What follows belongs to an exercise in optimizing a design on an open flow for small area; a production flow would make more cautious choices. Only simulation tests tie the RTL to the original design; equivalence was not proved. Power figures rest on the tool's default switching activity, not on a simulated workload.

==> module fx_word, before the edit <==
module fx_word #(
    parameter bit W0 = 0
) (
    input [31:0] a, b, c, r,
    input inv_a, inv_b, ub,
    input [31:0] yi,
    input cin, seg8, seg16,
    input nc_b, c_he, c_hu, c_hs, c_we, c_wu, c_ws,
    input s_hsat, fq0, l_g, l_t, l_n,
    input [31:0] nkimm, kc, kp,
    output [3:0] co,
    output [31:0] d,
    output [31:0] p
);
  genvar i, q;
  wire [31:0] x, y, bb;
  for (i = 0; i < 32; i++) begin : g_xy
    c_xor2 u_x (.a(a[i]), .b(inv_a), .y(x[i]));
    if (W0) begin : w0
      c_xor2 u_b (.a(b[i]), .b(inv_b), .y(bb[i]));
    end else begin : wn
      assign bb[i] = b[i];
    end
    c_a21o u_y (.a1(bb[i]), .a2(ub), .b1(yi[i]), .x(y[i]));
  end
  wire [31:0] s, g;
  wire [8:0] cb;       
  wire [7:0] bp;       
  wire [7:0] c3b;      
  assign cb[0] = cin;
  wire nseg8 = ~seg8, nseg16 = ~seg16;
  wire cs8 = seg8 & cin, cs16 = seg16 & cin;
  for (q = 0; q < 8; q++) begin : g_blk
    wire ci;
    if (q == 2 || q == 6) begin : s8
      c_a21o u_ci (.a1(cb[q]), .a2(nseg8), .b1(cs8), .x(ci));
    end else if (q == 4) begin : s16
      c_a21o u_ci (.a1(cb[q]), .a2(nseg16), .b1(cs16), .x(ci));
    end else begin : ns
      assign ci = cb[q];
    end
    fx_blk4 #(.RIP(q == 0 || q == 7)) u_b (.x(x[4*q +: 4]), .y(y[4*q +: 4]), .ci(ci), .s(s[4*q +: 4]),
                                 .p(p[4*q +: 4]), .g(g[4*q +: 4]), .bp(bp[q]), .co(cb[q+1]),
                                 .c3(c3b[q]));
  end
  assign co = {cb[8], cb[6], cb[4], cb[2]};
  wire [1:0] eqh, sgt, nsat, t, ns;
  wire eqw;
  wire [3:0] nco;
  wire [1:0] nh;
  wire nw;
  for (q = 0; q < 4; q++) begin : g_nco
    c_inv u_n (.a(co[q]), .y(nco[q]));
  end
  for (q = 0; q < 2; q++) begin : g_h
    c_and4 u_eq (.a(bp[4*q]), .b(bp[4*q+1]), .c(bp[4*q+2]), .d(bp[4*q+3]), .x(eqh[q]));
    c_xor2 u_sg (.a(co[2*q+1]), .b(p[16*q+15]), .y(sgt[q]));
    c_a222oi u_h (.a1(c_he), .a2(eqh[q]), .b1(c_hs), .b2(sgt[q]), .c1(c_hu), .c2(nco[2*q+1]),
                  .y(nh[q]));
    c_xor2 u_t (.a(c3b[4*q+3]), .b(x[16*q+15]), .y(t[q]));
    c_nand3b u_sat (.a_n(p[16*q+15]), .b(t[q]), .c(s_hsat), .y(nsat[q]));
    c_and2 u_fq (.a(nsat[q]), .b(fq0), .x(fq[2*q]));
    assign fq[2*q+1] = fq[2*q];
    c_inv u_ns (.a(c3b[4*q+3]), .y(ns[q]));
  end
  c_and2 u_eqw (.a(eqh[0]), .b(eqh[1]), .x(eqw));
  c_a222oi u_w (.a1(c_we), .a2(eqw), .b1(c_ws), .b2(sgt[1]), .c1(c_wu), .c2(nco[3]), .y(nw));
  wire [3:0] fq, nfp, nfpm;
  for (q = 0; q < 4; q++) begin : g_f
    wire u, um;
    c_o22a u_u (.a1(nc_b), .a2(co[q]), .b1(nsat[q/2]), .b2(ns[q/2]), .x(u));
    c_and3 u_f (.a(u), .b(nh[q/2]), .c(nw), .x(nfp[q]));
    if (q % 2 == 1) begin : m
      c_o22a u_um (.a1(nc_b), .a2(co[q]), .b1(nsat[q/2]), .b2(c3b[4*(q/2)+3]), .x(um));
      c_and3 u_fm (.a(um), .b(nh[q/2]), .c(nw), .x(nfpm[q]));
    end else begin : nm
      assign nfpm[q] = nfp[q];
    end
  end
  for (i = 0; i < 32; i++) begin : g_o
    fx_out u_o (.s(s[i]), .p(p[i]), .g(g[i]), .c(c[i]), .r(r[i]), .fq(fq[i/8]),
                .nfp((i % 16 == 15) ? nfpm[i/8] : nfp[i/8]), .l_g(l_g), .l_t(l_t), .l_n(l_n),
                .nkimm(nkimm[i]), .kc(kc[i]), .kp(kp[i]), .d(d[i]));
  end
endmodule
clock: 8.0 ns
lec_check: 0
cap_margin: 10
core_margin: 2
core_utilization: 55
slew_margin: 10
synth_hierarchical: 1
standard.sh (not shown) runs the stock make flow with config.mk's settings and CLKGATE_MAP_FILE= SYNTH_SCRIPT=/design/flow/synth_recipe.tcl, a recipe that flattens the netlist after the stock synthesis.
==> flow/flow/run.sh <==
#!/bin/bash
# Standard layout with two changes to how it is made:
#  - the port buffers are the smallest buffer cell (sky130_fd_sc_hd__buf_1) instead of the
#    cell buffer_ports picks by default;
#  - clock tree synthesis uses clkbuf_8 buffers and inserts no dummy loads.
# make's output goes to standard.log; each tool's full log is under orfs/logs/.
set -euo pipefail
export BUFFER_PORTS_ARGS="-buffer_cell sky130_fd_sc_hd__buf_1"
export CTS_ARGS="-sink_clustering_enable -repair_clock_nets -buf_list sky130_fd_sc_hd__clkbuf_8 -dont_use_dummy_load"
bash standard.sh > standard.log 2>&1
Change:
--- a/flow/design.v
+++ b/flow/design.v
@@ -298,9 +298,9 @@
       c_a21o u_ci (.a1(cb[q]), .a2(nseg16), .b1(cs16), .x(ci));
     end else begin : ns
       assign ci = cb[q];
     end
-    fx_blk4 #(.RIP(q == 0 || q == 7)) u_b (.x(x[4*q +: 4]), .y(y[4*q +: 4]), .ci(ci), .s(s[4*q +: 4]),
+    fx_blk4 #(.RIP(q == 0 || q == 1 || q == 7)) u_b (.x(x[4*q +: 4]), .y(y[4*q +: 4]), .ci(ci), .s(s[4*q +: 4]),
                                  .p(p[4*q +: 4]), .g(g[4*q +: 4]), .bp(bp[q]), .co(cb[q+1]),
                                  .c3(c3b[q]));
   end
   assign co = {cb[8], cb[6], cb[4], cb[2]};
After rerunning: Via count barely changes; utilization climbs by 0.63 points; design area climbs by 0.66%; total power is about the same; clock-buffer cell count stays the same; first-iteration DRC count drops by 4.7%; worst setup slack gets worse by 0.12 ns; worst hold slack gets better by 0.0042 ns; clock skew barely changes; wire length is about the same; sequential power is about the same; global-route usage climbs by 0.31 points.

-- static timing again, ports no longer ideal --
In the flow no input, the clock included, has a driving cell. The finished layouts below were timed again as built, in two steps.
Step 1 sets driving cells, clkbuf_16 on the clock port and buf_2 on the other inputs (assumed; they add their load-dependent delay and slew).
Step 2, shift: input delay + t, output delay - t, t = (earliest + latest rising clock arrival at the registers) / 2. This alone moves slack from input paths to output paths.
Three values: ideal, step 1, step 2; two values: the first two.
| run | t (ns) | setup WS [ns] | worst setup path at the end | clock arrival spread, ns | worst data-port slew with drivers (ns) |
|---|---|---|---|---|---|
| the first run | 0.536 | 0.343 / 0.364 / -0.172 | input to register | 0.033 / 0.033 | 0.09 |
| the second run | 0.521 | 0.223 / 0.250 / -0.271 | input to register | 0.033 / 0.034 | 0.10 |
Met with ideal ports but missed after step 2: setup timing in the first run and the second run. The setup slack of the first run, which loses most, moves by +0.021 ns with the drivers and by -0.515 ns with both steps.
